From an optimization exercise on the open Yosys and OpenROAD flow, aimed at small area and a short achievable clock period; shortcuts taken in it are not production practice. The RTL was checked by simulation tests, not by an equivalence proof against the original design. Power is estimated from default activity; no workload was simulated.

**flow/constraint.sdc**
```tcl
create_clock -name core_clock -period 12.5 [get_ports {clk}]
set_input_delay 2.5000 -clock core_clock [delete_from_list [all_inputs] [get_ports {clk}]]
set_output_delay 2.5000 -clock core_clock [all_outputs]
set_load 0.01 [all_outputs]
```
**flow/design.v**
```verilog
module full_adder(output sum,
                  output carry_out,
                  input x,
                  input y,
                  input carry_in);
assign sum = x ^ y ^ carry_in;
assign carry_out = (x & y) | (x & carry_in) | (y & carry_in);
endmodule
module g_and2(output y, input a, input b);
assign y = a & b;
endmodule
module g_aoi21(output y, input a, input b, input c);
assign y = ~((a & b) | c);
endmodule
module g_inv(output y, input a);
assign y = ~a;
endmodule
module g_nand2(output y, input a, input b);
assign y = ~(a & b);
endmodule
module g_nor2(output y, input a, input b);
assign y = ~(a | b);
endmodule
module g_oai21(output y, input a, input b, input c);
assign y = ~((a | b) & c);
endmodule
module g_or2(output y, input a, input b);
assign y = a | b;
endmodule
module g_xnor2(output y, input a, input b);
assign y = ~(a ^ b);
endmodule
module g_xor2(output y, input a, input b);
assign y = a ^ b;
endmodule
module half_adder_n(output sum_n,
                    output carry_n,
                    input a_n,
                    input b_n);
xnor_n xs(sum_n, a_n, b_n);
or_n oc(carry_n, a_n, b_n);
endmodule
module xnor_n(output y, input a, input b);
assign y = ~(a ^ b);
endmodule
module or_n(output y, input a, input b);
assign y = a | b;
endmodule
module fir_3tap (input clk,
                 input [7:0] Xin,
                 input [7:0] H0,
                 input [7:0] H1,
                 input [7:0] H2,
                 output reg [15:0] Yout);
reg [15:0] Q1n, Q2n;
wire t2_p0_0 = ~(Xin[0] & H2[0]);
wire t2_p0_1 = ~(Xin[0] & H2[1]);
wire t2_p0_2 = ~(Xin[0] & H2[2]);
wire t2_p0_3 = ~(Xin[0] & H2[3]);
wire t2_p0_4 = ~(Xin[0] & H2[4]);
wire t2_p0_5 = ~(Xin[0] & H2[5]);
wire t2_p0_6 = ~(Xin[0] & H2[6]);
wire t2_p0_7 = ~(Xin[0] & H2[7]);
wire t2_p1_0 = ~(Xin[1] & H2[0]);
wire t2_p1_1 = ~(Xin[1] & H2[1]);
wire t2_p1_2 = ~(Xin[1] & H2[2]);
wire t2_p1_3 = ~(Xin[1] & H2[3]);
wire t2_p1_4 = ~(Xin[1] & H2[4]);
wire t2_p1_5 = ~(Xin[1] & H2[5]);
wire t2_p1_6 = ~(Xin[1] & H2[6]);
wire t2_p1_7 = ~(Xin[1] & H2[7]);
wire t2_p2_0 = ~(Xin[2] & H2[0]);
wire t2_p2_1 = ~(Xin[2] & H2[1]);
wire t2_p2_2 = ~(Xin[2] & H2[2]);
wire t2_p2_3 = ~(Xin[2] & H2[3]);
wire t2_p2_4 = ~(Xin[2] & H2[4]);
wire t2_p2_5 = ~(Xin[2] & H2[5]);
wire t2_p2_6 = ~(Xin[2] & H2[6]);
wire t2_p2_7 = ~(Xin[2] & H2[7]);
wire t2_p3_0 = ~(Xin[3] & H2[0]);
wire t2_p3_1 = ~(Xin[3] & H2[1]);
wire t2_p3_2 = ~(Xin[3] & H2[2]);
wire t2_p3_3 = ~(Xin[3] & H2[3]);
wire t2_p3_4 = ~(Xin[3] & H2[4]);
wire t2_p3_5 = ~(Xin[3] & H2[5]);
wire t2_p3_6 = ~(Xin[3] & H2[6]);
wire t2_p3_7 = ~(Xin[3] & H2[7]);
wire t2_p4_0 = ~(Xin[4] & H2[0]);
wire t2_p4_1 = ~(Xin[4] & H2[1]);
wire t2_p4_2 = ~(Xin[4] & H2[2]);
wire t2_p4_3 = ~(Xin[4] & H2[3]);
wire t2_p4_4 = ~(Xin[4] & H2[4]);
wire t2_p4_5 = ~(Xin[4] & H2[5]);
wire t2_p4_6 = ~(Xin[4] & H2[6]);
wire t2_p4_7 = ~(Xin[4] & H2[7]);
wire t2_p5_0 = ~(Xin[5] & H2[0]);
wire t2_p5_1 = ~(Xin[5] & H2[1]);
wire t2_p5_2 = ~(Xin[5] & H2[2]);
wire t2_p5_3 = ~(Xin[5] & H2[3]);
wire t2_p5_4 = ~(Xin[5] & H2[4]);
wire t2_p5_5 = ~(Xin[5] & H2[5]);
wire t2_p5_6 = ~(Xin[5] & H2[6]);
wire t2_p5_7 = ~(Xin[5] & H2[7]);
wire t2_p6_0 = ~(Xin[6] & H2[0]);
wire t2_p6_1 = ~(Xin[6] & H2[1]);
wire t2_p6_2 = ~(Xin[6] & H2[2]);
wire t2_p6_3 = ~(Xin[6] & H2[3]);
wire t2_p6_4 = ~(Xin[6] & H2[4]);
wire t2_p6_5 = ~(Xin[6] & H2[5]);
wire t2_p6_6 = ~(Xin[6] & H2[6]);
wire t2_p6_7 = ~(Xin[6] & H2[7]);
wire t2_p7_0 = ~(Xin[7] & H2[0]);
wire t2_p7_1 = ~(Xin[7] & H2[1]);
wire t2_p7_2 = ~(Xin[7] & H2[2]);
wire t2_p7_3 = ~(Xin[7] & H2[3]);
wire t2_p7_4 = ~(Xin[7] & H2[4]);
wire t2_p7_5 = ~(Xin[7] & H2[5]);
wire t2_p7_6 = ~(Xin[7] & H2[6]);
wire t2_p7_7 = ~(Xin[7] & H2[7]);
wire t2_s0, t2_c0;
half_adder_n t2_ha1 (t2_s0, t2_c0, t2_p0_6, t2_p1_5);
wire t2_s1, t2_c1;
full_adder t2_fa2 (t2_s1, t2_c1, t2_p0_7, t2_p1_6, t2_p2_5);
wire t2_s2, t2_c2;
half_adder_n t2_ha3 (t2_s2, t2_c2, t2_p3_4, t2_p4_3);
wire t2_s3, t2_c3;
full_adder t2_fa4 (t2_s3, t2_c3, t2_p1_7, t2_p2_6, t2_p3_5);
wire t2_s4, t2_c4;
half_adder_n t2_ha5 (t2_s4, t2_c4, t2_p4_4, t2_p5_3);
wire t2_s5, t2_c5;
full_adder t2_fa6 (t2_s5, t2_c5, t2_p2_7, t2_p3_6, t2_p4_5);
wire t2_s6, t2_c6;
half_adder_n t2_ha7 (t2_s6, t2_c6, t2_p0_4, t2_p1_3);
wire t2_s7, t2_c7;
full_adder t2_fa8 (t2_s7, t2_c7, t2_p0_5, t2_p1_4, t2_p2_3);
wire t2_s8, t2_c8;
half_adder_n t2_ha9 (t2_s8, t2_c8, t2_p3_2, t2_p4_1);
wire t2_s9, t2_c9;
full_adder t2_fa10 (t2_s9, t2_c9, t2_p2_4, t2_p3_3, t2_p4_2);
wire t2_s10, t2_c10;
full_adder t2_fa11 (t2_s10, t2_c10, t2_p5_1, t2_p6_0, t2_s0);
wire t2_s11, t2_c11;
full_adder t2_fa12 (t2_s11, t2_c11, t2_p5_2, t2_p6_1, t2_p7_0);
wire t2_s12, t2_c12;
full_adder t2_fa13 (t2_s12, t2_c12, t2_c0, t2_s2, t2_s1);
wire t2_s13, t2_c13;
full_adder t2_fa14 (t2_s13, t2_c13, t2_p6_2, t2_p7_1, t2_c2);
wire t2_s14, t2_c14;
full_adder t2_fa15 (t2_s14, t2_c14, t2_s4, t2_c1, t2_s3);
wire t2_s15, t2_c15;
full_adder t2_fa16 (t2_s15, t2_c15, t2_p5_4, t2_p6_3, t2_p7_2);
wire t2_s16, t2_c16;
full_adder t2_fa17 (t2_s16, t2_c16, t2_c4, t2_c3, t2_s5);
wire t2_s17, t2_c17;
full_adder t2_fa18 (t2_s17, t2_c17, t2_p3_7, t2_p4_6, t2_p5_5);
wire t2_s18, t2_c18;
full_adder t2_fa19 (t2_s18, t2_c18, t2_p6_4, t2_p7_3, t2_c5);
wire t2_s19, t2_c19;
full_adder t2_fa20 (t2_s19, t2_c19, t2_p4_7, t2_p5_6, t2_p6_5);
wire t2_s20, t2_c20;
half_adder_n t2_ha21 (t2_s20, t2_c20, t2_p0_3, t2_p1_2);
wire t2_s21, t2_c21;
full_adder t2_fa22 (t2_s21, t2_c21, t2_p2_2, t2_p3_1, t2_p4_0);
wire t2_s22, t2_c22;
full_adder t2_fa23 (t2_s22, t2_c22, t2_p5_0, t2_c6, t2_s8);
wire t2_s23, t2_c23;
full_adder t2_fa24 (t2_s23, t2_c23, t2_c8, t2_c7, t2_s9);
wire t2_s24, t2_c24;
full_adder t2_fa25 (t2_s24, t2_c24, t2_c9, t2_s11, t2_c10);
wire t2_s25, t2_c25;
full_adder t2_fa26 (t2_s25, t2_c25, t2_c11, t2_s13, t2_c12);
wire t2_s26, t2_c26;
full_adder t2_fa27 (t2_s26, t2_c26, t2_s15, t2_c13, t2_c14);
wire t2_s27, t2_c27;
full_adder t2_fa28 (t2_s27, t2_c27, t2_c15, t2_s17, t2_c16);
wire t2_s28, t2_c28;
full_adder t2_fa29 (t2_s28, t2_c28, t2_p7_4, t2_c17, t2_s19);
wire t2_s29, t2_c29;
full_adder t2_fa30 (t2_s29, t2_c29, t2_p5_7, t2_p6_6, t2_p7_5);
wire t2_s30, t2_c30;
half_adder_n t2_ha31 (t2_s30, t2_c30, t2_p0_2, t2_p1_1);
wire t2_s31, t2_c31;
full_adder t2_fa32 (t2_s31, t2_c31, t2_p2_1, t2_p3_0, t2_s20);
wire t2_s32, t2_c32;
full_adder t2_fa33 (t2_s32, t2_c32, t2_c20, t2_s6, t2_s21);
wire t2_s33, t2_c33;
full_adder t2_fa34 (t2_s33, t2_c33, t2_c21, t2_s7, t2_s22);
wire t2_s34, t2_c34;
full_adder t2_fa35 (t2_s34, t2_c34, t2_c22, t2_s10, t2_s23);
wire t2_s35, t2_c35;
full_adder t2_fa36 (t2_s35, t2_c35, t2_c23, t2_s12, t2_s24);
wire t2_s36, t2_c36;
full_adder t2_fa37 (t2_s36, t2_c36, t2_s14, t2_c24, t2_s25);
wire t2_s37, t2_c37;
full_adder t2_fa38 (t2_s37, t2_c37, t2_s16, t2_c25, t2_s26);
wire t2_s38, t2_c38;
full_adder t2_fa39 (t2_s38, t2_c38, t2_s18, t2_c26, t2_s27);
wire t2_s39, t2_c39;
full_adder t2_fa40 (t2_s39, t2_c39, t2_c18, t2_s28, t2_c27);
wire t2_s40, t2_c40;
full_adder t2_fa41 (t2_s40, t2_c40, t2_c19, t2_s29, t2_c28);
wire t2_s41, t2_c41;
full_adder t2_fa42 (t2_s41, t2_c41, t2_p6_7, t2_p7_6, t2_c29);
wire n1;
g_xnor2 u1 (n1, t2_p0_1, t2_p1_0);
wire n2;
g_or2 u2 (n2, t2_p0_1, t2_p1_0);
wire t2_rs2, t2_rc2;
full_adder t2_rfa2 (t2_rs2, t2_rc2, t2_s30, t2_p2_0, n2);
wire n3;
g_or2 u3 (n3, t2_c30, t2_s31);
wire n4;
g_and2 u4 (n4, t2_c30, t2_s31);
wire n5;
g_aoi21 u5 (n5, n3, t2_rc2, n4);
wire n6;
g_nor2 u6 (n6, t2_c31, t2_s32);
wire n7;
g_nand2 u7 (n7, t2_c31, t2_s32);
wire n8;
g_oai21 u8 (n8, n6, n5, n7);
wire n9;
g_or2 u9 (n9, t2_c32, t2_s33);
wire n10;
g_and2 u10 (n10, t2_c32, t2_s33);
wire n11;
g_aoi21 u11 (n11, n9, n8, n10);
wire n12;
g_nor2 u12 (n12, t2_c33, t2_s34);
wire n13;
g_nand2 u13 (n13, t2_c33, t2_s34);
wire n14;
g_oai21 u14 (n14, n12, n11, n13);
wire n15;
g_or2 u15 (n15, t2_c34, t2_s35);
wire n16;
g_and2 u16 (n16, t2_c34, t2_s35);
wire n17;
g_aoi21 u17 (n17, n15, n14, n16);
wire n18;
g_nor2 u18 (n18, t2_c36, t2_s37);
wire n19;
g_nand2 u19 (n19, t2_c35, t2_s36);
wire n20;
g_nand2 u20 (n20, t2_c36, t2_s37);
wire n21;
g_oai21 u21 (n21, n18, n19, n20);
wire n22;
g_nor2 u22 (n22, t2_c35, t2_s36);
wire n23;
g_nor2 u23 (n23, n18, n22);
wire n24;
g_nor2 u24 (n24, t2_c38, t2_s39);
wire n25;
g_nand2 u25 (n25, t2_c37, t2_s38);
wire n26;
g_nand2 u26 (n26, t2_c38, t2_s39);
wire n27;
g_oai21 u27 (n27, n24, n25, n26);
wire n28;
g_nor2 u28 (n28, t2_c37, t2_s38);
wire n29;
g_nor2 u29 (n29, n24, n28);
wire n30;
g_nor2 u30 (n30, t2_c40, t2_s41);
wire n31;
g_nand2 u31 (n31, t2_c39, t2_s40);
wire n32;
g_nand2 u32 (n32, t2_c40, t2_s41);
wire n33;
g_oai21 u33 (n33, n30, n31, n32);
wire n34;
g_nor2 u34 (n34, t2_c39, t2_s40);
wire n35;
g_nor2 u35 (n35, n30, n34);
wire n36;
g_inv u36 (n36, n23);
wire n37;
g_inv u37 (n37, n21);
wire n38;
g_oai21 u38 (n38, n36, n17, n37);
wire n39;
g_inv u39 (n39, n23);
wire n40;
g_nor2 u40 (n40, t2_c34, t2_s35);
wire n41;
g_nor2 u41 (n41, n39, n40);
wire n42;
g_aoi21 u42 (n42, n35, n27, n33);
wire n43;
g_nand2 u43 (n43, n35, n29);
wire n44;
g_inv u44 (n44, n43);
wire n45;
g_inv u45 (n45, n42);
wire n46;
g_aoi21 u46 (n46, n44, n38, n45);
wire n47;
g_inv u47 (n47, n43);
wire n48;
g_nand2 u48 (n48, n47, n41);
wire n49;
g_aoi21 u49 (n49, n29, n38, n27);
wire n50;
g_nand2 u50 (n50, n29, n41);
wire n51;
g_oai21 u51 (n51, n22, n17, n19);
wire n52;
g_nor2 u52 (n52, n22, n40);
wire n53;
g_or2 u53 (n53, t2_c37, t2_s38);
wire n54;
g_and2 u54 (n54, t2_c37, t2_s38);
wire n55;
g_aoi21 u55 (n55, n53, n38, n54);
wire n56;
g_nand2 u56 (n56, n53, n41);
wire n57;
g_oai21 u57 (n57, n34, n49, n31);
wire n58;
g_nor2 u58 (n58, n34, n50);
wire n59;
g_nor2 u59 (n59, t2_c41, t2_p7_7);
wire n60;
g_nand2 u60 (n60, t2_c41, t2_p7_7);
wire n61;
g_oai21 u61 (n61, n59, n46, n60);
wire n62;
g_nor2 u62 (n62, n59, n48);
wire n63;
g_xor2 u63 (n63, t2_c30, t2_s31);
wire n64;
g_xor2 u64 (n64, n63, t2_rc2);
wire n65;
g_xor2 u65 (n65, t2_c31, t2_s32);
wire n66;
g_xnor2 u66 (n66, n65, n5);
wire n67;
g_xor2 u67 (n67, t2_c32, t2_s33);
wire n68;
g_xor2 u68 (n68, n67, n8);
wire n69;
g_xor2 u69 (n69, t2_c33, t2_s34);
wire n70;
g_xnor2 u70 (n70, n69, n11);
wire n71;
g_xor2 u71 (n71, t2_c34, t2_s35);
wire n72;
g_xor2 u72 (n72, n71, n14);
wire n73;
g_xor2 u73 (n73, t2_c35, t2_s36);
wire n74;
g_xnor2 u74 (n74, n73, n17);
wire n75;
g_xor2 u75 (n75, t2_c36, t2_s37);
wire n76;
g_xor2 u76 (n76, n75, n51);
wire n77;
g_xor2 u77 (n77, t2_c37, t2_s38);
wire n78;
g_xor2 u78 (n78, n77, n38);
wire n79;
g_xor2 u79 (n79, t2_c38, t2_s39);
wire n80;
g_xnor2 u80 (n80, n79, n55);
wire n81;
g_xor2 u81 (n81, t2_c39, t2_s40);
wire n82;
g_xnor2 u82 (n82, n81, n49);
wire n83;
g_xor2 u83 (n83, t2_c40, t2_s41);
wire n84;
g_xor2 u84 (n84, n83, n57);
wire n85;
g_xor2 u85 (n85, t2_c41, t2_p7_7);
wire n86;
g_xnor2 u86 (n86, n85, n46);
wire [15:0] t2_sn = {n61, n86, n84, n82, n80, n78, n76, n74, n72, n70, n68, n66, n64, t2_rs2, n1, t2_p0_0};
wire t1_p0_0 = ~(Xin[0] & H1[0]);
wire t1_p0_1 = ~(Xin[0] & H1[1]);
wire t1_p0_2 = ~(Xin[0] & H1[2]);
wire t1_p0_3 = ~(Xin[0] & H1[3]);
wire t1_p0_4 = ~(Xin[0] & H1[4]);
wire t1_p0_5 = ~(Xin[0] & H1[5]);
wire t1_p0_6 = ~(Xin[0] & H1[6]);
wire t1_p0_7 = ~(Xin[0] & H1[7]);
wire t1_p1_0 = ~(Xin[1] & H1[0]);
wire t1_p1_1 = ~(Xin[1] & H1[1]);
wire t1_p1_2 = ~(Xin[1] & H1[2]);
wire t1_p1_3 = ~(Xin[1] & H1[3]);
wire t1_p1_4 = ~(Xin[1] & H1[4]);
wire t1_p1_5 = ~(Xin[1] & H1[5]);
wire t1_p1_6 = ~(Xin[1] & H1[6]);
wire t1_p1_7 = ~(Xin[1] & H1[7]);
wire t1_p2_0 = ~(Xin[2] & H1[0]);
wire t1_p2_1 = ~(Xin[2] & H1[1]);
wire t1_p2_2 = ~(Xin[2] & H1[2]);
wire t1_p2_3 = ~(Xin[2] & H1[3]);
wire t1_p2_4 = ~(Xin[2] & H1[4]);
wire t1_p2_5 = ~(Xin[2] & H1[5]);
wire t1_p2_6 = ~(Xin[2] & H1[6]);
wire t1_p2_7 = ~(Xin[2] & H1[7]);
wire t1_p3_0 = ~(Xin[3] & H1[0]);
wire t1_p3_1 = ~(Xin[3] & H1[1]);
wire t1_p3_2 = ~(Xin[3] & H1[2]);
wire t1_p3_3 = ~(Xin[3] & H1[3]);
wire t1_p3_4 = ~(Xin[3] & H1[4]);
wire t1_p3_5 = ~(Xin[3] & H1[5]);
wire t1_p3_6 = ~(Xin[3] & H1[6]);
wire t1_p3_7 = ~(Xin[3] & H1[7]);
wire t1_p4_0 = ~(Xin[4] & H1[0]);
wire t1_p4_1 = ~(Xin[4] & H1[1]);
wire t1_p4_2 = ~(Xin[4] & H1[2]);
wire t1_p4_3 = ~(Xin[4] & H1[3]);
wire t1_p4_4 = ~(Xin[4] & H1[4]);
wire t1_p4_5 = ~(Xin[4] & H1[5]);
wire t1_p4_6 = ~(Xin[4] & H1[6]);
wire t1_p4_7 = ~(Xin[4] & H1[7]);
wire t1_p5_0 = ~(Xin[5] & H1[0]);
wire t1_p5_1 = ~(Xin[5] & H1[1]);
wire t1_p5_2 = ~(Xin[5] & H1[2]);
wire t1_p5_3 = ~(Xin[5] & H1[3]);
wire t1_p5_4 = ~(Xin[5] & H1[4]);
wire t1_p5_5 = ~(Xin[5] & H1[5]);
wire t1_p5_6 = ~(Xin[5] & H1[6]);
wire t1_p5_7 = ~(Xin[5] & H1[7]);
wire t1_p6_0 = ~(Xin[6] & H1[0]);
wire t1_p6_1 = ~(Xin[6] & H1[1]);
wire t1_p6_2 = ~(Xin[6] & H1[2]);
wire t1_p6_3 = ~(Xin[6] & H1[3]);
wire t1_p6_4 = ~(Xin[6] & H1[4]);
wire t1_p6_5 = ~(Xin[6] & H1[5]);
wire t1_p6_6 = ~(Xin[6] & H1[6]);
wire t1_p6_7 = ~(Xin[6] & H1[7]);
wire t1_p7_0 = ~(Xin[7] & H1[0]);
wire t1_p7_1 = ~(Xin[7] & H1[1]);
wire t1_p7_2 = ~(Xin[7] & H1[2]);
wire t1_p7_3 = ~(Xin[7] & H1[3]);
wire t1_p7_4 = ~(Xin[7] & H1[4]);
wire t1_p7_5 = ~(Xin[7] & H1[5]);
wire t1_p7_6 = ~(Xin[7] & H1[6]);
wire t1_p7_7 = ~(Xin[7] & H1[7]);
wire t1_s0, t1_c0;
half_adder_n t1_ha1 (t1_s0, t1_c0, Q1n[5], t1_p0_5);
wire t1_s1, t1_c1;
full_adder t1_fa2 (t1_s1, t1_c1, Q1n[6], t1_p0_6, t1_p1_5);
wire t1_s2, t1_c2;
half_adder_n t1_ha3 (t1_s2, t1_c2, t1_p2_4, t1_p3_3);
wire t1_s3, t1_c3;
full_adder t1_fa4 (t1_s3, t1_c3, Q1n[7], t1_p0_7, t1_p1_6);
wire t1_s4, t1_c4;
full_adder t1_fa5 (t1_s4, t1_c4, t1_p2_5, t1_p3_4, t1_p4_3);
wire t1_s5, t1_c5;
half_adder_n t1_ha6 (t1_s5, t1_c5, t1_p5_2, t1_p6_1);
wire t1_s6, t1_c6;
full_adder t1_fa7 (t1_s6, t1_c6, Q1n[8], t1_p1_7, t1_p2_6);
wire t1_s7, t1_c7;
full_adder t1_fa8 (t1_s7, t1_c7, t1_p3_5, t1_p4_4, t1_p5_3);
wire t1_s8, t1_c8;
half_adder_n t1_ha9 (t1_s8, t1_c8, t1_p6_2, t1_p7_1);
wire t1_s9, t1_c9;
full_adder t1_fa10 (t1_s9, t1_c9, Q1n[9], t1_p2_7, t1_p3_6);
wire t1_s10, t1_c10;
full_adder t1_fa11 (t1_s10, t1_c10, t1_p4_5, t1_p5_4, t1_p6_3);
wire t1_s11, t1_c11;
full_adder t1_fa12 (t1_s11, t1_c11, Q1n[10], t1_p3_7, t1_p4_6);
wire t1_s12, t1_c12;
half_adder_n t1_ha13 (t1_s12, t1_c12, Q1n[3], t1_p0_3);
wire t1_s13, t1_c13;
full_adder t1_fa14 (t1_s13, t1_c13, Q1n[4], t1_p0_4, t1_p1_3);
wire t1_s14, t1_c14;
half_adder_n t1_ha15 (t1_s14, t1_c14, t1_p2_2, t1_p3_1);
wire t1_s15, t1_c15;
full_adder t1_fa16 (t1_s15, t1_c15, t1_p1_4, t1_p2_3, t1_p3_2);
wire t1_s16, t1_c16;
full_adder t1_fa17 (t1_s16, t1_c16, t1_p4_1, t1_p5_0, t1_s0);
wire t1_s17, t1_c17;
full_adder t1_fa18 (t1_s17, t1_c17, t1_p4_2, t1_p5_1, t1_p6_0);
wire t1_s18, t1_c18;
full_adder t1_fa19 (t1_s18, t1_c18, t1_c0, t1_s2, t1_s1);
wire t1_s19, t1_c19;
full_adder t1_fa20 (t1_s19, t1_c19, t1_p7_0, t1_c2, t1_s5);
wire t1_s20, t1_c20;
full_adder t1_fa21 (t1_s20, t1_c20, t1_c1, t1_s3, t1_s4);
wire t1_s21, t1_c21;
full_adder t1_fa22 (t1_s21, t1_c21, t1_c5, t1_s8, t1_c3);
wire t1_s22, t1_c22;
full_adder t1_fa23 (t1_s22, t1_c22, t1_c4, t1_s6, t1_s7);
wire t1_s23, t1_c23;
full_adder t1_fa24 (t1_s23, t1_c23, t1_p7_2, t1_c8, t1_c6);
wire t1_s24, t1_c24;
full_adder t1_fa25 (t1_s24, t1_c24, t1_c7, t1_s10, t1_s9);
wire t1_s25, t1_c25;
full_adder t1_fa26 (t1_s25, t1_c25, t1_p5_5, t1_p6_4, t1_p7_3);
wire t1_s26, t1_c26;
full_adder t1_fa27 (t1_s26, t1_c26, t1_c10, t1_c9, t1_s11);
wire t1_s27, t1_c27;
full_adder t1_fa28 (t1_s27, t1_c27, Q1n[11], t1_p4_7, t1_p5_6);
wire t1_s28, t1_c28;
full_adder t1_fa29 (t1_s28, t1_c28, t1_p6_5, t1_p7_4, t1_c11);
wire t1_s29, t1_c29;
full_adder t1_fa30 (t1_s29, t1_c29, Q1n[12], t1_p5_7, t1_p6_6);
wire t1_s30, t1_c30;
half_adder_n t1_ha31 (t1_s30, t1_c30, Q1n[2], t1_p0_2);
wire t1_s31, t1_c31;
full_adder t1_fa32 (t1_s31, t1_c31, t1_p1_2, t1_p2_1, t1_p3_0);
wire t1_s32, t1_c32;
full_adder t1_fa33 (t1_s32, t1_c32, t1_p4_0, t1_c12, t1_s14);
wire t1_s33, t1_c33;
full_adder t1_fa34 (t1_s33, t1_c33, t1_c14, t1_c13, t1_s15);
wire t1_s34, t1_c34;
full_adder t1_fa35 (t1_s34, t1_c34, t1_c15, t1_s17, t1_c16);
wire t1_s35, t1_c35;
full_adder t1_fa36 (t1_s35, t1_c35, t1_c17, t1_s19, t1_c18);
wire t1_s36, t1_c36;
full_adder t1_fa37 (t1_s36, t1_c36, t1_c19, t1_c20, t1_s21);
wire t1_s37, t1_c37;
full_adder t1_fa38 (t1_s37, t1_c37, t1_c21, t1_c22, t1_s23);
wire t1_s38, t1_c38;
full_adder t1_fa39 (t1_s38, t1_c38, t1_s25, t1_c23, t1_c24);
wire t1_s39, t1_c39;
full_adder t1_fa40 (t1_s39, t1_c39, t1_c25, t1_s27, t1_c26);
wire t1_s40, t1_c40;
full_adder t1_fa41 (t1_s40, t1_c40, t1_p7_5, t1_c27, t1_s29);
wire t1_s41, t1_c41;
full_adder t1_fa42 (t1_s41, t1_c41, Q1n[13], t1_p6_7, t1_p7_6);
wire t1_s42, t1_c42;
half_adder_n t1_ha43 (t1_s42, t1_c42, Q1n[1], t1_p0_1);
wire t1_s43, t1_c43;
full_adder t1_fa44 (t1_s43, t1_c43, t1_p1_1, t1_p2_0, t1_s30);
wire t1_s44, t1_c44;
full_adder t1_fa45 (t1_s44, t1_c44, t1_c30, t1_s12, t1_s31);
wire t1_s45, t1_c45;
full_adder t1_fa46 (t1_s45, t1_c45, t1_c31, t1_s13, t1_s32);
wire t1_s46, t1_c46;
full_adder t1_fa47 (t1_s46, t1_c46, t1_c32, t1_s16, t1_s33);
wire t1_s47, t1_c47;
full_adder t1_fa48 (t1_s47, t1_c47, t1_c33, t1_s18, t1_s34);
wire t1_s48, t1_c48;
full_adder t1_fa49 (t1_s48, t1_c48, t1_s20, t1_c34, t1_s35);
wire t1_s49, t1_c49;
full_adder t1_fa50 (t1_s49, t1_c49, t1_s22, t1_c35, t1_s36);
wire t1_s50, t1_c50;
full_adder t1_fa51 (t1_s50, t1_c50, t1_s24, t1_c36, t1_s37);
wire t1_s51, t1_c51;
full_adder t1_fa52 (t1_s51, t1_c51, t1_s26, t1_c37, t1_s38);
wire t1_s52, t1_c52;
full_adder t1_fa53 (t1_s52, t1_c52, t1_s28, t1_c38, t1_s39);
wire t1_s53, t1_c53;
full_adder t1_fa54 (t1_s53, t1_c53, t1_c28, t1_s40, t1_c39);
wire t1_s54, t1_c54;
full_adder t1_fa55 (t1_s54, t1_c54, t1_c29, t1_s41, t1_c40);
wire t1_s55, t1_c55;
full_adder t1_fa56 (t1_s55, t1_c55, Q1n[14], t1_p7_7, t1_c41);
wire n87;
g_xnor2 u87 (n87, Q1n[0], t1_p0_0);
wire n88;
g_or2 u88 (n88, Q1n[0], t1_p0_0);
wire t1_rs1, t1_rc1;
full_adder t1_rfa1 (t1_rs1, t1_rc1, t1_s42, t1_p1_0, n88);
wire t1_rs2, t1_rc2;
full_adder t1_rfa2 (t1_rs2, t1_rc2, t1_c42, t1_s43, t1_rc1);
wire n89;
g_or2 u89 (n89, t1_c43, t1_s44);
wire n90;
g_and2 u90 (n90, t1_c43, t1_s44);
wire n91;
g_aoi21 u91 (n91, n89, t1_rc2, n90);
wire n92;
g_nor2 u92 (n92, t1_c44, t1_s45);
wire n93;
g_nand2 u93 (n93, t1_c44, t1_s45);
wire n94;
g_oai21 u94 (n94, n92, n91, n93);
wire n95;
g_or2 u95 (n95, t1_c45, t1_s46);
wire n96;
g_and2 u96 (n96, t1_c45, t1_s46);
wire n97;
g_aoi21 u97 (n97, n95, n94, n96);
wire n98;
g_nor2 u98 (n98, t1_c46, t1_s47);
wire n99;
g_nand2 u99 (n99, t1_c46, t1_s47);
wire n100;
g_oai21 u100 (n100, n98, n97, n99);
wire n101;
g_or2 u101 (n101, t1_c47, t1_s48);
wire n102;
g_and2 u102 (n102, t1_c47, t1_s48);
wire n103;
g_aoi21 u103 (n103, n101, n100, n102);
wire n104;
g_nor2 u104 (n104, t1_c49, t1_s50);
wire n105;
g_nand2 u105 (n105, t1_c48, t1_s49);
wire n106;
g_nand2 u106 (n106, t1_c49, t1_s50);
wire n107;
g_oai21 u107 (n107, n104, n105, n106);
wire n108;
g_nor2 u108 (n108, t1_c48, t1_s49);
wire n109;
g_nor2 u109 (n109, n104, n108);
wire n110;
g_nor2 u110 (n110, t1_c51, t1_s52);
wire n111;
g_nand2 u111 (n111, t1_c50, t1_s51);
wire n112;
g_nand2 u112 (n112, t1_c51, t1_s52);
wire n113;
g_oai21 u113 (n113, n110, n111, n112);
wire n114;
g_nor2 u114 (n114, t1_c50, t1_s51);
wire n115;
g_nor2 u115 (n115, n110, n114);
wire n116;
g_nor2 u116 (n116, t1_c53, t1_s54);
wire n117;
g_nand2 u117 (n117, t1_c52, t1_s53);
wire n118;
g_nand2 u118 (n118, t1_c53, t1_s54);
wire n119;
g_oai21 u119 (n119, n116, n117, n118);
wire n120;
g_nor2 u120 (n120, t1_c52, t1_s53);
wire n121;
g_nor2 u121 (n121, n116, n120);
wire n122;
g_inv u122 (n122, n109);
wire n123;
g_inv u123 (n123, n107);
wire n124;
g_oai21 u124 (n124, n122, n103, n123);
wire n125;
g_inv u125 (n125, n109);
wire n126;
g_nor2 u126 (n126, t1_c47, t1_s48);
wire n127;
g_nor2 u127 (n127, n125, n126);
wire n128;
g_aoi21 u128 (n128, n121, n113, n119);
wire n129;
g_nand2 u129 (n129, n121, n115);
wire n130;
g_inv u130 (n130, n129);
wire n131;
g_inv u131 (n131, n128);
wire n132;
g_aoi21 u132 (n132, n130, n124, n131);
wire n133;
g_inv u133 (n133, n129);
wire n134;
g_nand2 u134 (n134, n133, n127);
wire n135;
g_aoi21 u135 (n135, n115, n124, n113);
wire n136;
g_nand2 u136 (n136, n115, n127);
wire n137;
g_oai21 u137 (n137, n108, n103, n105);
wire n138;
g_nor2 u138 (n138, n108, n126);
wire n139;
g_or2 u139 (n139, t1_c50, t1_s51);
wire n140;
g_and2 u140 (n140, t1_c50, t1_s51);
wire n141;
g_aoi21 u141 (n141, n139, n124, n140);
wire n142;
g_nand2 u142 (n142, n139, n127);
wire n143;
g_oai21 u143 (n143, n120, n135, n117);
wire n144;
g_nor2 u144 (n144, n120, n136);
wire n145;
g_nor2 u145 (n145, t1_c54, t1_s55);
wire n146;
g_nand2 u146 (n146, t1_c54, t1_s55);
wire n147;
g_oai21 u147 (n147, n145, n132, n146);
wire n148;
g_nor2 u148 (n148, n145, n134);
wire n149;
g_xor2 u149 (n149, t1_c43, t1_s44);
wire n150;
g_xor2 u150 (n150, n149, t1_rc2);
wire n151;
g_xor2 u151 (n151, t1_c44, t1_s45);
wire n152;
g_xnor2 u152 (n152, n151, n91);
wire n153;
g_xor2 u153 (n153, t1_c45, t1_s46);
wire n154;
g_xor2 u154 (n154, n153, n94);
wire n155;
g_xor2 u155 (n155, t1_c46, t1_s47);
wire n156;
g_xnor2 u156 (n156, n155, n97);
wire n157;
g_xor2 u157 (n157, t1_c47, t1_s48);
wire n158;
g_xor2 u158 (n158, n157, n100);
wire n159;
g_xor2 u159 (n159, t1_c48, t1_s49);
wire n160;
g_xnor2 u160 (n160, n159, n103);
wire n161;
g_xor2 u161 (n161, t1_c49, t1_s50);
wire n162;
g_xor2 u162 (n162, n161, n137);
wire n163;
g_xor2 u163 (n163, t1_c50, t1_s51);
wire n164;
g_xor2 u164 (n164, n163, n124);
wire n165;
g_xor2 u165 (n165, t1_c51, t1_s52);
wire n166;
g_xnor2 u166 (n166, n165, n141);
wire n167;
g_xor2 u167 (n167, t1_c52, t1_s53);
wire n168;
g_xnor2 u168 (n168, n167, n135);
wire n169;
g_xor2 u169 (n169, t1_c53, t1_s54);
wire n170;
g_xor2 u170 (n170, n169, n143);
wire n171;
g_xor2 u171 (n171, t1_c54, t1_s55);
wire n172;
g_xnor2 u172 (n172, n171, n132);
wire n173;
g_xor2 u173 (n173, t1_c55, Q1n[15]);
wire n174;
g_xor2 u174 (n174, n173, n147);
wire [15:0] t1_sn = {n174, n172, n170, n168, n166, n164, n162, n160, n158, n156, n154, n152, n150, t1_rs2, t1_rs1, n87};
wire t0_p0_0 = ~(Xin[0] & H0[0]);
wire t0_p0_1 = ~(Xin[0] & H0[1]);
wire t0_p0_2 = ~(Xin[0] & H0[2]);
wire t0_p0_3 = ~(Xin[0] & H0[3]);
wire t0_p0_4 = ~(Xin[0] & H0[4]);
wire t0_p0_5 = ~(Xin[0] & H0[5]);
wire t0_p0_6 = ~(Xin[0] & H0[6]);
wire t0_p0_7 = ~(Xin[0] & H0[7]);
wire t0_p1_0 = ~(Xin[1] & H0[0]);
wire t0_p1_1 = ~(Xin[1] & H0[1]);
wire t0_p1_2 = ~(Xin[1] & H0[2]);
wire t0_p1_3 = ~(Xin[1] & H0[3]);
wire t0_p1_4 = ~(Xin[1] & H0[4]);
wire t0_p1_5 = ~(Xin[1] & H0[5]);
wire t0_p1_6 = ~(Xin[1] & H0[6]);
wire t0_p1_7 = ~(Xin[1] & H0[7]);
wire t0_p2_0 = ~(Xin[2] & H0[0]);
wire t0_p2_1 = ~(Xin[2] & H0[1]);
wire t0_p2_2 = ~(Xin[2] & H0[2]);
wire t0_p2_3 = ~(Xin[2] & H0[3]);
wire t0_p2_4 = ~(Xin[2] & H0[4]);
wire t0_p2_5 = ~(Xin[2] & H0[5]);
wire t0_p2_6 = ~(Xin[2] & H0[6]);
wire t0_p2_7 = ~(Xin[2] & H0[7]);
wire t0_p3_0 = ~(Xin[3] & H0[0]);
wire t0_p3_1 = ~(Xin[3] & H0[1]);
wire t0_p3_2 = ~(Xin[3] & H0[2]);
wire t0_p3_3 = ~(Xin[3] & H0[3]);
wire t0_p3_4 = ~(Xin[3] & H0[4]);
wire t0_p3_5 = ~(Xin[3] & H0[5]);
wire t0_p3_6 = ~(Xin[3] & H0[6]);
wire t0_p3_7 = ~(Xin[3] & H0[7]);
wire t0_p4_0 = ~(Xin[4] & H0[0]);
wire t0_p4_1 = ~(Xin[4] & H0[1]);
wire t0_p4_2 = ~(Xin[4] & H0[2]);
wire t0_p4_3 = ~(Xin[4] & H0[3]);
wire t0_p4_4 = ~(Xin[4] & H0[4]);
wire t0_p4_5 = ~(Xin[4] & H0[5]);
wire t0_p4_6 = ~(Xin[4] & H0[6]);
wire t0_p4_7 = ~(Xin[4] & H0[7]);
wire t0_p5_0 = ~(Xin[5] & H0[0]);
wire t0_p5_1 = ~(Xin[5] & H0[1]);
wire t0_p5_2 = ~(Xin[5] & H0[2]);
wire t0_p5_3 = ~(Xin[5] & H0[3]);
wire t0_p5_4 = ~(Xin[5] & H0[4]);
wire t0_p5_5 = ~(Xin[5] & H0[5]);
wire t0_p5_6 = ~(Xin[5] & H0[6]);
wire t0_p5_7 = ~(Xin[5] & H0[7]);
wire t0_p6_0 = ~(Xin[6] & H0[0]);
wire t0_p6_1 = ~(Xin[6] & H0[1]);
wire t0_p6_2 = ~(Xin[6] & H0[2]);
wire t0_p6_3 = ~(Xin[6] & H0[3]);
wire t0_p6_4 = ~(Xin[6] & H0[4]);
wire t0_p6_5 = ~(Xin[6] & H0[5]);
wire t0_p6_6 = ~(Xin[6] & H0[6]);
wire t0_p6_7 = ~(Xin[6] & H0[7]);
wire t0_p7_0 = ~(Xin[7] & H0[0]);
wire t0_p7_1 = ~(Xin[7] & H0[1]);
wire t0_p7_2 = ~(Xin[7] & H0[2]);
wire t0_p7_3 = ~(Xin[7] & H0[3]);
wire t0_p7_4 = ~(Xin[7] & H0[4]);
wire t0_p7_5 = ~(Xin[7] & H0[5]);
wire t0_p7_6 = ~(Xin[7] & H0[6]);
wire t0_p7_7 = ~(Xin[7] & H0[7]);
wire t0_s0, t0_c0;
half_adder_n t0_ha1 (t0_s0, t0_c0, Q2n[5], t0_p0_5);
wire t0_s1, t0_c1;
full_adder t0_fa2 (t0_s1, t0_c1, Q2n[6], t0_p0_6, t0_p1_5);
wire t0_s2, t0_c2;
half_adder_n t0_ha3 (t0_s2, t0_c2, t0_p2_4, t0_p3_3);
wire t0_s3, t0_c3;
full_adder t0_fa4 (t0_s3, t0_c3, Q2n[7], t0_p0_7, t0_p1_6);
wire t0_s4, t0_c4;
full_adder t0_fa5 (t0_s4, t0_c4, t0_p2_5, t0_p3_4, t0_p4_3);
wire t0_s5, t0_c5;
half_adder_n t0_ha6 (t0_s5, t0_c5, t0_p5_2, t0_p6_1);
wire t0_s6, t0_c6;
full_adder t0_fa7 (t0_s6, t0_c6, Q2n[8], t0_p1_7, t0_p2_6);
wire t0_s7, t0_c7;
full_adder t0_fa8 (t0_s7, t0_c7, t0_p3_5, t0_p4_4, t0_p5_3);
wire t0_s8, t0_c8;
half_adder_n t0_ha9 (t0_s8, t0_c8, t0_p6_2, t0_p7_1);
wire t0_s9, t0_c9;
full_adder t0_fa10 (t0_s9, t0_c9, Q2n[9], t0_p2_7, t0_p3_6);
wire t0_s10, t0_c10;
full_adder t0_fa11 (t0_s10, t0_c10, t0_p4_5, t0_p5_4, t0_p6_3);
wire t0_s11, t0_c11;
full_adder t0_fa12 (t0_s11, t0_c11, Q2n[10], t0_p3_7, t0_p4_6);
wire t0_s12, t0_c12;
half_adder_n t0_ha13 (t0_s12, t0_c12, Q2n[3], t0_p0_3);
wire t0_s13, t0_c13;
full_adder t0_fa14 (t0_s13, t0_c13, Q2n[4], t0_p0_4, t0_p1_3);
wire t0_s14, t0_c14;
half_adder_n t0_ha15 (t0_s14, t0_c14, t0_p2_2, t0_p3_1);
wire t0_s15, t0_c15;
full_adder t0_fa16 (t0_s15, t0_c15, t0_p1_4, t0_p2_3, t0_p3_2);
wire t0_s16, t0_c16;
full_adder t0_fa17 (t0_s16, t0_c16, t0_p4_1, t0_p5_0, t0_s0);
wire t0_s17, t0_c17;
full_adder t0_fa18 (t0_s17, t0_c17, t0_p4_2, t0_p5_1, t0_p6_0);
wire t0_s18, t0_c18;
full_adder t0_fa19 (t0_s18, t0_c18, t0_c0, t0_s2, t0_s1);
wire t0_s19, t0_c19;
full_adder t0_fa20 (t0_s19, t0_c19, t0_p7_0, t0_c2, t0_s5);
wire t0_s20, t0_c20;
full_adder t0_fa21 (t0_s20, t0_c20, t0_c1, t0_s3, t0_s4);
wire t0_s21, t0_c21;
full_adder t0_fa22 (t0_s21, t0_c21, t0_c5, t0_s8, t0_c3);
wire t0_s22, t0_c22;
full_adder t0_fa23 (t0_s22, t0_c22, t0_c4, t0_s6, t0_s7);
wire t0_s23, t0_c23;
full_adder t0_fa24 (t0_s23, t0_c23, t0_p7_2, t0_c8, t0_c6);
wire t0_s24, t0_c24;
full_adder t0_fa25 (t0_s24, t0_c24, t0_c7, t0_s10, t0_s9);
wire t0_s25, t0_c25;
full_adder t0_fa26 (t0_s25, t0_c25, t0_p5_5, t0_p6_4, t0_p7_3);
wire t0_s26, t0_c26;
full_adder t0_fa27 (t0_s26, t0_c26, t0_c10, t0_c9, t0_s11);
wire t0_s27, t0_c27;
full_adder t0_fa28 (t0_s27, t0_c27, Q2n[11], t0_p4_7, t0_p5_6);
wire t0_s28, t0_c28;
full_adder t0_fa29 (t0_s28, t0_c28, t0_p6_5, t0_p7_4, t0_c11);
wire t0_s29, t0_c29;
full_adder t0_fa30 (t0_s29, t0_c29, Q2n[12], t0_p5_7, t0_p6_6);
wire t0_s30, t0_c30;
half_adder_n t0_ha31 (t0_s30, t0_c30, Q2n[2], t0_p0_2);
wire t0_s31, t0_c31;
full_adder t0_fa32 (t0_s31, t0_c31, t0_p1_2, t0_p2_1, t0_p3_0);
wire t0_s32, t0_c32;
full_adder t0_fa33 (t0_s32, t0_c32, t0_p4_0, t0_c12, t0_s14);
wire t0_s33, t0_c33;
full_adder t0_fa34 (t0_s33, t0_c33, t0_c14, t0_c13, t0_s15);
wire t0_s34, t0_c34;
full_adder t0_fa35 (t0_s34, t0_c34, t0_c15, t0_s17, t0_c16);
wire t0_s35, t0_c35;
full_adder t0_fa36 (t0_s35, t0_c35, t0_c17, t0_s19, t0_c18);
wire t0_s36, t0_c36;
full_adder t0_fa37 (t0_s36, t0_c36, t0_c19, t0_c20, t0_s21);
wire t0_s37, t0_c37;
full_adder t0_fa38 (t0_s37, t0_c37, t0_c21, t0_c22, t0_s23);
wire t0_s38, t0_c38;
full_adder t0_fa39 (t0_s38, t0_c38, t0_s25, t0_c23, t0_c24);
wire t0_s39, t0_c39;
full_adder t0_fa40 (t0_s39, t0_c39, t0_c25, t0_s27, t0_c26);
wire t0_s40, t0_c40;
full_adder t0_fa41 (t0_s40, t0_c40, t0_p7_5, t0_c27, t0_s29);
wire t0_s41, t0_c41;
full_adder t0_fa42 (t0_s41, t0_c41, Q2n[13], t0_p6_7, t0_p7_6);
wire t0_s42, t0_c42;
half_adder_n t0_ha43 (t0_s42, t0_c42, Q2n[1], t0_p0_1);
wire t0_s43, t0_c43;
full_adder t0_fa44 (t0_s43, t0_c43, t0_p1_1, t0_p2_0, t0_s30);
wire t0_s44, t0_c44;
full_adder t0_fa45 (t0_s44, t0_c44, t0_c30, t0_s12, t0_s31);
wire t0_s45, t0_c45;
full_adder t0_fa46 (t0_s45, t0_c45, t0_c31, t0_s13, t0_s32);
wire t0_s46, t0_c46;
full_adder t0_fa47 (t0_s46, t0_c46, t0_c32, t0_s16, t0_s33);
wire t0_s47, t0_c47;
full_adder t0_fa48 (t0_s47, t0_c47, t0_c33, t0_s18, t0_s34);
wire t0_s48, t0_c48;
full_adder t0_fa49 (t0_s48, t0_c48, t0_s20, t0_c34, t0_s35);
wire t0_s49, t0_c49;
full_adder t0_fa50 (t0_s49, t0_c49, t0_s22, t0_c35, t0_s36);
wire t0_s50, t0_c50;
full_adder t0_fa51 (t0_s50, t0_c50, t0_s24, t0_c36, t0_s37);
wire t0_s51, t0_c51;
full_adder t0_fa52 (t0_s51, t0_c51, t0_s26, t0_c37, t0_s38);
wire t0_s52, t0_c52;
full_adder t0_fa53 (t0_s52, t0_c52, t0_s28, t0_c38, t0_s39);
wire t0_s53, t0_c53;
full_adder t0_fa54 (t0_s53, t0_c53, t0_c28, t0_s40, t0_c39);
wire t0_s54, t0_c54;
full_adder t0_fa55 (t0_s54, t0_c54, t0_c29, t0_s41, t0_c40);
wire t0_s55, t0_c55;
full_adder t0_fa56 (t0_s55, t0_c55, Q2n[14], t0_p7_7, t0_c41);
wire n175;
g_xnor2 u175 (n175, Q2n[0], t0_p0_0);
wire n176;
g_or2 u176 (n176, Q2n[0], t0_p0_0);
wire t0_rs1, t0_rc1;
full_adder t0_rfa1 (t0_rs1, t0_rc1, t0_s42, t0_p1_0, n176);
wire t0_rs2, t0_rc2;
full_adder t0_rfa2 (t0_rs2, t0_rc2, t0_c42, t0_s43, t0_rc1);
wire n177;
g_or2 u177 (n177, t0_c43, t0_s44);
wire n178;
g_and2 u178 (n178, t0_c43, t0_s44);
wire n179;
g_aoi21 u179 (n179, n177, t0_rc2, n178);
wire n180;
g_nor2 u180 (n180, t0_c44, t0_s45);
wire n181;
g_nand2 u181 (n181, t0_c44, t0_s45);
wire n182;
g_oai21 u182 (n182, n180, n179, n181);
wire n183;
g_or2 u183 (n183, t0_c45, t0_s46);
wire n184;
g_and2 u184 (n184, t0_c45, t0_s46);
wire n185;
g_aoi21 u185 (n185, n183, n182, n184);
wire n186;
g_nor2 u186 (n186, t0_c46, t0_s47);
wire n187;
g_nand2 u187 (n187, t0_c46, t0_s47);
wire n188;
g_oai21 u188 (n188, n186, n185, n187);
wire n189;
g_or2 u189 (n189, t0_c47, t0_s48);
wire n190;
g_and2 u190 (n190, t0_c47, t0_s48);
wire n191;
g_aoi21 u191 (n191, n189, n188, n190);
wire n192;
g_nor2 u192 (n192, t0_c49, t0_s50);
wire n193;
g_nand2 u193 (n193, t0_c48, t0_s49);
wire n194;
g_nand2 u194 (n194, t0_c49, t0_s50);
wire n195;
g_oai21 u195 (n195, n192, n193, n194);
wire n196;
g_nor2 u196 (n196, t0_c48, t0_s49);
wire n197;
g_nor2 u197 (n197, n192, n196);
wire n198;
g_nor2 u198 (n198, t0_c51, t0_s52);
wire n199;
g_nand2 u199 (n199, t0_c50, t0_s51);
wire n200;
g_nand2 u200 (n200, t0_c51, t0_s52);
wire n201;
g_oai21 u201 (n201, n198, n199, n200);
wire n202;
g_nor2 u202 (n202, t0_c50, t0_s51);
wire n203;
g_nor2 u203 (n203, n198, n202);
wire n204;
g_nor2 u204 (n204, t0_c53, t0_s54);
wire n205;
g_nand2 u205 (n205, t0_c52, t0_s53);
wire n206;
g_nand2 u206 (n206, t0_c53, t0_s54);
wire n207;
g_oai21 u207 (n207, n204, n205, n206);
wire n208;
g_nor2 u208 (n208, t0_c52, t0_s53);
wire n209;
g_nor2 u209 (n209, n204, n208);
wire n210;
g_inv u210 (n210, n197);
wire n211;
g_inv u211 (n211, n195);
wire n212;
g_oai21 u212 (n212, n210, n191, n211);
wire n213;
g_inv u213 (n213, n197);
wire n214;
g_nor2 u214 (n214, t0_c47, t0_s48);
wire n215;
g_nor2 u215 (n215, n213, n214);
wire n216;
g_aoi21 u216 (n216, n209, n201, n207);
wire n217;
g_nand2 u217 (n217, n209, n203);
wire n218;
g_inv u218 (n218, n217);
wire n219;
g_inv u219 (n219, n216);
wire n220;
g_aoi21 u220 (n220, n218, n212, n219);
wire n221;
g_inv u221 (n221, n217);
wire n222;
g_nand2 u222 (n222, n221, n215);
wire n223;
g_aoi21 u223 (n223, n203, n212, n201);
wire n224;
g_nand2 u224 (n224, n203, n215);
wire n225;
g_oai21 u225 (n225, n196, n191, n193);
wire n226;
g_nor2 u226 (n226, n196, n214);
wire n227;
g_or2 u227 (n227, t0_c50, t0_s51);
wire n228;
g_and2 u228 (n228, t0_c50, t0_s51);
wire n229;
g_aoi21 u229 (n229, n227, n212, n228);
wire n230;
g_nand2 u230 (n230, n227, n215);
wire n231;
g_oai21 u231 (n231, n208, n223, n205);
wire n232;
g_nor2 u232 (n232, n208, n224);
wire n233;
g_nor2 u233 (n233, t0_c54, t0_s55);
wire n234;
g_nand2 u234 (n234, t0_c54, t0_s55);
wire n235;
g_oai21 u235 (n235, n233, n220, n234);
wire n236;
g_nor2 u236 (n236, n233, n222);
wire n237;
g_inv u237 (n237, n175);
wire n238;
g_inv u238 (n238, t0_rs1);
wire n239;
g_inv u239 (n239, t0_rs2);
wire n240;
g_xor2 u240 (n240, t0_c43, t0_s44);
wire n241;
g_xnor2 u241 (n241, n240, t0_rc2);
wire n242;
g_xor2 u242 (n242, t0_c44, t0_s45);
wire n243;
g_xor2 u243 (n243, n242, n179);
wire n244;
g_xor2 u244 (n244, t0_c45, t0_s46);
wire n245;
g_xnor2 u245 (n245, n244, n182);
wire n246;
g_xor2 u246 (n246, t0_c46, t0_s47);
wire n247;
g_xor2 u247 (n247, n246, n185);
wire n248;
g_xor2 u248 (n248, t0_c47, t0_s48);
wire n249;
g_xnor2 u249 (n249, n248, n188);
wire n250;
g_xor2 u250 (n250, t0_c48, t0_s49);
wire n251;
g_xor2 u251 (n251, n250, n191);
wire n252;
g_xor2 u252 (n252, t0_c49, t0_s50);
wire n253;
g_xnor2 u253 (n253, n252, n225);
wire n254;
g_xor2 u254 (n254, t0_c50, t0_s51);
wire n255;
g_xnor2 u255 (n255, n254, n212);
wire n256;
g_xor2 u256 (n256, t0_c51, t0_s52);
wire n257;
g_xor2 u257 (n257, n256, n229);
wire n258;
g_xor2 u258 (n258, t0_c52, t0_s53);
wire n259;
g_xor2 u259 (n259, n258, n223);
wire n260;
g_xor2 u260 (n260, t0_c53, t0_s54);
wire n261;
g_xnor2 u261 (n261, n260, n231);
wire n262;
g_xor2 u262 (n262, t0_c54, t0_s55);
wire n263;
g_xor2 u263 (n263, n262, n220);
wire n264;
g_xor2 u264 (n264, t0_c55, Q2n[15]);
wire n265;
g_xnor2 u265 (n265, n264, n235);
wire [15:0] t0_sn = {n265, n263, n261, n259, n257, n255, n253, n251, n249, n247, n245, n243, n241, n239, n238, n237};
always @(posedge clk) begin
  Q1n  <= t2_sn;
  Q2n  <= t1_sn;
  Yout <= t0_sn;
end
endmodule
```
**flow/config.mk**
```make
export PLATFORM = sky130hd
export DESIGN_NAME = fir_3tap
export DESIGN_NICKNAME = fir_3tap
export VERILOG_FILES = /design/flow/design.v
export SDC_FILE = /design/flow/constraint.sdc
export NUM_CORES = 4
export LEC_CHECK = 0
export CAP_MARGIN = 20
export CORE_MARGIN = 2
export CORE_UTILIZATION = 65
export CTS_BUF_LIST = sky130_fd_sc_hd__clkbuf_16
export CTS_CLUSTER_SIZE = 50
export SLEW_MARGIN = 20
export SYNTH_HIERARCHICAL = 1
export SYNTH_MINIMUM_KEEP_SIZE = 0
export TNS_END_PERCENT = 0
```
**flow/flow/run.sh**
```bash
#!/bin/bash
# The standard layout (standard.sh), with two changes to how it is made:
# - ports are buffered with buf_1 instead of the default delay buffer;
# - repair_timing aims for 6.6 ns of setup slack instead of 0.
set -euo pipefail
export SETUP_SLACK_MARGIN=6.6
export BUFFER_PORTS_ARGS="-buffer_cell sky130_fd_sc_hd__buf_1"
bash standard.sh > standard.log 2>&1
```
**flow/standard.sh**
```bash
#!/bin/bash
# synth_recipe.tcl (not shown) runs the flow's synth.tcl, then flattens the netlist and writes it again
# the make line also repeats each setting of config.mk as NAME=value (left out here)
make -C /OpenROAD-flow-scripts/flow DESIGN_CONFIG=/design/flow/config.mk WORK_HOME=/design/flow/orfs CLKGATE_MAP_FILE= SYNTH_SCRIPT=/design/flow/synth_recipe.tcl "${@:-finish}"
```
==> impl_metrics.csv, run 1 <==
group,metric,value,unit
timing,hold_ws,450.2,ps
synth,avgSynthCellArea,9.344,sq um
synth,synth_largest_area_cell,"fa_1",
detailed_routing,wl_per_cell,14.79,microns
clock_network,cts_buffers,5,
detailed_routing,drc,0,
synth,seq_area_frac_synth,0.1476,
pwr,vdd_drop_max,304.0,uV
clock_network,htree_levels,2,
die,fp.dieW,104.1,microns
pwr,power_frac_seq,0.147,
final_layout,final_cell_mix,"nand2_1, fa_1, xor2_1, dfxtp_1, xnor2_1",
timing,max_freq,174.5,MHz
final_layout,synthToLayoutAreaGrowth,5.360,%
worst_setup_path,path_class,"input pin to flip-flop",
final_layout,final_common_cell,"nand2_1",
placement,port_buffers,48,
synth,yosys_register_bits,48,
flow_run,cap_violations,0,
synth,syn-cell-area,6512,sq um
timing,min_period,5730,ps
die,rows,36,
worst_setup_path,start_kind,"input pin",
synth,yosysWarnings,7,
synth,synth_nets,866,
placement,gp_congestion,0.8259,
grt,grt_overflow_total,0,
worst_setup_path,cp_common_cell,"fa_1",
detailed_routing,ant_nets,0,
pwr,intPower,0.001028,W
detailed_routing,via_count,4590,
clock_network,cts_setup_buffers,0,
timing,fin_crit_sh,0.4584,
die,start_util,0.6694,
timing,hold_viol_final,0,
pwr,pwr-share-clk,0.067,
grt,grt_max_degree,25,
detailed_routing,drt_pass1_iterations,5,
worst_setup_path,worst_path_max_delay_cell,"fa_1",
die,dieArea,10840,sq um
timing,final-setup-viol-count,0,
worst_setup_path,arrival,5890,ps
worst_setup_path,crit_required,12660,ps
clock_network,clk_latency,290,ps
timing,fin_skew,5.233,ps
timing,rsz0062_at_grt,"true",
run_status,outcome,"finished clean",
timing,slew_viol_final,0,
synth,synthTopCellsByArea,"fa_1, dfxtp_1, nand2_1",
grt,grt_pass1_wl,22890,microns
timing,worst_pin_slew,413.4,ps
die,fp.dieH,104.1,microns
detailed_routing,routed_wl,12590,microns
grt,grt_pass1_vias,4961,
clock_network,cts.sinks,48,
detailed_routing,via_per_inst,5.394,
worst_setup_path,end_kind,"flip-flop",
pwr,p_leak,2.469,nW
die,core,9729,sq um
pwr,swShare,0.4737,
timing,fin_setup_tns,0,ps
clock_network,clock_path_buffers,2,
clock_network,root_buffer,"clkbuf_16",
timing,timing.slew.headroom,0.7244,
worst_setup_path,slowest_delay,540,ps
clock_network,cts.hold.buffers_added,0,
detailed_routing,drt_iter0_markers,236,
worst_setup_path,crit_chain,"buf_1 > buf_12 > nand2_1 > fa_1 > fa_1 > fa_1 > fa_1 > or2_1 > a21oi_4 > o21ai_4 > a21oi_2 > o21ai_1 > xor2_1",
final_layout,n_antenna_cell,0,
pwr,power_density,284.6,nW/um^2
clock_network,clk_pin_slew,60,ps
clock_network,cts_tree,"yes",
worst_setup_path,cp_max_fo,24,
die,boundaryPins,49,
synth,ys_types,14,
final_layout,final_nets,886,
final_layout,drive_above_1_share,0.07103,
grt,antenna_found_initial,0,
grt,grt_usage,0.2606,
placement,dp_hpwl,9867,microns
pwr,pwr-share-comb,0.787,
synth,synth_top_area_share,0.4181,
worst_hold_path,hold_class,"flip-flop to flip-flop",
pwr,p_switching,0.0009252,W
synth,syn_inst,697,
==> what timing repair did <==
| item | in CTS | in global routing |
|---|---|---|
| gates resized for setup | 18 | 25 |
| pin swaps | 0 | 1 |
| setup endpoints to repair | 22 | 10 |
==> final timing paths <==
path / start / end / slack [ps] / depth (start not counted)
setup / recovery: Xin[0] / Q2n[13] / 6770 / 13
setup reg to reg: Q1n[6] / Q2n[13] / 9130 / 10
hold reg to reg: Q1n[0] / Q2n[0] / 450 / 1
hold / removal: Q1n[0] / Q2n[0] / 450 / 1
==> registers in the layout, indices dropped and copies added, names as in the netlist <==
| register | count |
|---|---|
| Yout | 16 |
| Q1n | 16 |
| Q2n | 16 |
==> routing by layer <==
layer | wire length (microns) | up-vias | share of wire | global-route usage
met5 | 0 | - | 0 | 0
met4 | 99 | 0 | 0.0079 | 0.03958
met3 | 552 | 10 | 0.044 | 0.03571
met2 | 6534 | 121 | 0.52 | 0.4652
met1 | 5399 | 2320 | 0.43 | 0.3488
li1 | - | 2139 | - | -
==> critical path: cells and delay by family <==
| family | cells | cell delay, ps |
|---|---|---|
| compound gates | 4 | 600 |
| xor+xnor | 1 | 160 |
| fa+ha+maj | 4 | 1940 |
| buf+inv | 2 | 300 |
| simple gates | 2 | 380 |
==> Yosys stat by module, one instance, submodules excluded, excerpt <==
module,cells,times used,flops+latches,cell area (sq um)
fir_3tap,280,1,48,1961
g_inv,1,15,0,3.754
g_or2,1,15,0,6.256
g_and2,1,12,0,6.256
g_xor2,1,57,0,8.758
g_nand2,1,30,0,3.754
==> power groups by stage <==
stage	combinational (W)	sequential, W	clock [W]
2_1_floorplan	0.00123	0.000297	0
3_3_place_gp	0.00142	0.000292	0
3_5_place_dp	0.00148	0.000290	0
4_1_cts	0.00150	0.000289	0.000134
5_1_grt	0.00175	0.000294	0.000139
6_report	0.00154	0.000287	0.000130
==> synth_stat cells <==
master	instances
nand2_1	222
fa_1	136
xor2_1	57
dfxtp_1	48
xnor2_1	45
or2_1	38
nor2_1	36
o21ai_1	27
a21oi_2	21
buf_1	17
buf_6	16
inv_1	15
and2_1	12
buf_2	7
==> cells by family after synthesis <==
logic type               synth area share
AO/OA/AOI/OAI                     0.04899
XOR/XNOR                           0.1372
adder cells (fa/ha/maj)            0.4181
buffers and inverters             0.05149
flip-flops                         0.1476
AND/OR/NAND/NOR                    0.1967
==> layout make-up <==
| type | count | area (sq um) |
|---|---|---|
| clock buffer | 5 | 125.1 |
| clock inverter | 3 | 15.01 |
| fill | 785 | 2868 |
| inverter | 15 | 56.30 |
| multi-input combinational | 594 | 5265 |
| sequential | 48 | 960.9 |
| tap | 133 | 166.4 |
| timing repair buffer | 53 | 272.8 |
==> metrics by stage <==
step / worst slack (ps) / instance area [sq um] / util / power, W / cells
2_1_floorplan: 6628 / 6513 / - / 0.001528 / 697
3_3_place_gp: 5752 / 6618 / 0.6802 / 0.001710 / 843
3_5_place_dp: 5610 / 6618 / 0.6802 / 0.001769 / 843
4_1_cts: 6651 / 6780 / 0.6969 / 0.001926 / 851
5_1_grt: 6591 / 6862 / 0.7052 / 0.002179 / 851
6_report: 6770 / 6862 / 0.7052 / 0.001953 / 851
==> inputs of run 2 (changes only) <==
--- a/flow/config.mk
+++ b/flow/config.mk
@@ -9,5 +9,4 @@
 export CORE_MARGIN = 2
-export CORE_UTILIZATION = 65
-export CTS_BUF_LIST = sky130_fd_sc_hd__clkbuf_16
-export CTS_CLUSTER_SIZE = 50
+export CORE_UTILIZATION = 78
+export CTS_BUF_LIST = sky130_fd_sc_hd__clkbuf_8
 export SLEW_MARGIN = 20
==> run 2 against run 1 <==
Non-clock buffer count down 1; sequential cell count unchanged; clock skew down 1.1 ps; critical path type unchanged; critical endpoint is now Yout[13]; largest power group unchanged; highest routed layer unchanged; sequential power about the same.
==> impl_metrics.csv, run 2 <==
group,metric,value,unit
final_layout,top_regs,"Q1n (16), Q2n (16), Yout (16)",
grt,grt_overflow_total,0,
worst_setup_path,cp_max_fo,24,
detailed_routing,routed_wl,13110,microns
synth,postSynth.asyncResetShare,0,
die,fp.dieW,95.38,microns
pwr,vdd_drop_max,294.2,uV
detailed_routing,via_per_inst,5.783,
placement,place_inst,814,
die,boundaryPins,49,
timing,hold_viol_final,0,
grt,grt_pass1_vias,5131,
die,fp.dieH,95.38,microns
die,rows,33,
timing,max_freq,171.4,MHz
final_layout,final_common_cell,"nand2_1",
synth,synth-main-ff-cell,"dfxtp_1",
timing,worst_pin_slew,436.5,ps
worst_setup_path,end_kind,"flip-flop",
synth,yosysWarnings,7,
timing,final-setup-viol-count,0,
synth,synthTopCellsByArea,"fa_1, dfxtp_1, nand2_1",
detailed_routing,via_count,4754,
run_status,outcome,"finished clean",
final_layout,drive_above_1_share,0.06276,
synth,synth.most_common_cell,"nand2_1",
pwr,p_leak,2.426,nW
final_layout,final_nets,885,
clock_network,htree_levels,2,
grt,grt_pass1_wl,22760,microns
synth,syn_inst,697,
grt,grt_max_degree,25,
die,dieArea,9096,sq um
clock_network,cts.sinks,48,
clock_network,clk_latency,300,ps
synth,yosys_register_bits,48,
timing,fin_skew,4.165,ps
synth,syn-cell-area,6512,sq um
clock_network,cts_tree,"yes",
final_layout,multiInputGateArea,5235,sq um
final_layout,final_cell_mix,"nand2_1, fa_1, xor2_1, dfxtp_1, xnor2_1",
placement,pre_cts_ws,5485,ps
final_layout,register_area,960.9,sq um
final_layout,fin_util,0.8288,
synth,avgSynthCellArea,9.344,sq um
worst_setup_path,start_kind,"input pin",
final_layout,synthToLayoutAreaGrowth,3.516,%
timing,rsz0062_at_grt,"true",
timing,worst_slack,6665,ps
detailed_routing,ant_nets,0,
die,core,8134,sq um
worst_setup_path,path_class,"input pin to flip-flop",
flow_run,cap_violations,0,
timing,timing.slew.headroom,0.7090,
worst_setup_path,crit_required,12740,ps
timing,fin_setup_tns,0,ps
final_layout,final_cells,822,
synth,synth_largest_area_cell,"fa_1",
clock_network,cts.hold.buffers_added,0,
timing,fin_crit_sh,0.4668,
final_layout,n_antenna_cell,0,
placement,dp_hpwl,10190,microns
synth,synth_nets,866,
clock_network,cts_setup_buffers,0,
detailed_routing,drt_iter0_markers,242,
die,start_util,0.8006,
pwr,power_density,287.9,nW/um^2
clock_network,root_buffer,"clkbuf_8",
grt,antenna_found_initial,0,
timing,min_period,5835,ps
detailed_routing,drt_pass1_iterations,5,
synth,ys_types,14,
clock_network,clock_path_buffers,2,
grt,grt_usage,0.3251,
worst_hold_path,hold_class,"flip-flop to flip-flop",
detailed_routing,drc,0,
clock_network,cts_buffers,5,
final_layout,nFillCells,499,
placement,port_buffers,48,
placement,gp_congestion,0.8255,
synth,synthTopCellsByCount,"nand2_1, fa_1, xor2_1",
worst_setup_path,arrival,6070,ps
timing,slew_viol_final,0,
synth,synth_edf_count,0,
synth,seq_area_frac_synth,0.1476,
synth,synth_top_area_share,0.4181,
detailed_routing,wl_per_cell,15.94,microns
clock_network,clk_pin_slew,90,ps
[run 2: cell types whose count changed in the layout (fill, tap and decap cells not counted), sizes merged]
cell      delta
buf          +5
clkbuf       -4
bufinv       +1
clkinv       -1
clkinvlp     -1
inv          -1
[run 2: layout make-up]
type / instances / share of cell area
well taps: 105 / 0.01949
clock buffers: 7 / 0.01429
flip-flops and latches: 48 / 0.1425
multi-input cells: 594 / 0.7765
clock inverters: 1 / 0.004454
inverters: 15 / 0.008352
repair buffers: 52 / 0.03434
[run 2: power by group]
part           switching, W  internal [W]  total [W]  leakage (nW)
Clock             0.0000549     0.0000707   0.000126        0.0645
Sequential        0.0000328      0.000257   0.000289         0.405
Combinational      0.000842      0.000684    0.00153          1.96
[run 2: worst paths after layout]
kind	from	endpoint	slack, ps	depth (start not counted)
worst max-delay path	Xin[4]	Yout[13]	6670	14
worst min register to register	Q1n[0]	Q2n[0]	450	1
worst max register to register	Q1n[6]	Q2n[13]	8990	10
worst min-delay path	Q1n[0]	Q2n[0]	450	1
[run 2: timing repair]
action | 4_1_cts | 5_1_grt
setup endpoints to repair | 21 | 15
pin swaps | 0 | 0
resized for setup | 20 | 9
[run 2: cell families (layout without fill, tap and decap cells)]
kind of cell | Yosys count | count (layout) | synth area share
buf+inv | 55 | 75 | 0.05149
xor+xnor | 102 | 102 | 0.1372
simple gates | 308 | 308 | 0.1967
fa+ha+maj | 136 | 136 | 0.4181
compound gates | 48 | 48 | 0.04899
flops | 48 | 48 | 0.1476
[run 2: Yosys stat by module (local to each module, per instance), a selection]
| module | area, sq um | cells inside |
|---|---|---|
| full_adder | 20.02 | 1 |
| g_xor2 | 8.758 | 1 |
| xnor_n | 8.758 | 1 |
| g_aoi21 | 8.758 | 1 |
| or_n | 6.256 | 1 |
| g_or2 | 6.256 | 1 |
| g_and2 | 6.256 | 1 |
| g_oai21 | 5.005 | 1 |
| g_inv | 3.754 | 1 |
| g_nor2 | 3.754 | 1 |
| g_nand2 | 3.754 | 1 |
[run 2: metal layers]
metal | GRT usage | vias to the layer above | wire, microns
li1 | - | 2131 | -
met1 | 0.4183 | 2393 | 4996
met2 | 0.5692 | 195 | 6976
met3 | 0.04190 | 35 | 751
met4 | 0.1179 | 0 | 380
met5 | 0 | - | 0
[run 2: stage by stage]
stage                     hold WS (ps)  power [W]  area [sq um]
after floorplan                  418.4   0.001528          6513
after global placement           428.6   0.001694          6575
after detailed placement         443.9   0.001782          6575
after CTS                        458.3   0.001928          6719
after global routing             487.1   0.002146          6741
final                            452.6   0.001941          6741
[run 2: worst max-delay path, stage by stage]
cell and delay [ps]:
buf_1 70, buf_4 300, nand2_1 150, fa_1 520, fa_1 450, fa_1 510
fa_1 580, nor2_1 70, nor2_1 110, inv_1 60, o21ai_2 290, a21oi_2 110
o21ai_1 180, xnor2_1 130

## re-timing with driven ports
No port has a modelled driver above. Below, the same layouts with a new extraction and two added sets of constraints. Step 1 assumes that a clkbuf_16 drives the clock port and a buf_2 every other input. Step 2, shift: input delay + t, output delay - t, t = (earliest + latest rising clock arrival at the registers) / 2. This alone moves slack from input paths to output paths. Three values: ideal, step 1, step 2; two values: the first two.
| run | t (ns) | setup slack, ns | worst setup path at the end | slew at the worst register clock pin (ns) | cell pins on the clock port's net |
|---|---|---|---|---|---|
| run 1 | 0.324 | 6.770 / 6.787 / 6.463 | input to register | 0.07 / 0.07 | 1 |
| run 2 | 0.336 | 6.665 / 6.680 / 6.345 | input to register | 0.09 / 0.09 | 1 |
After both steps every run listed still meets setup and hold. The setup slack of run 2, which loses most, moves by +0.015 ns with the drivers and by -0.320 ns with both steps.
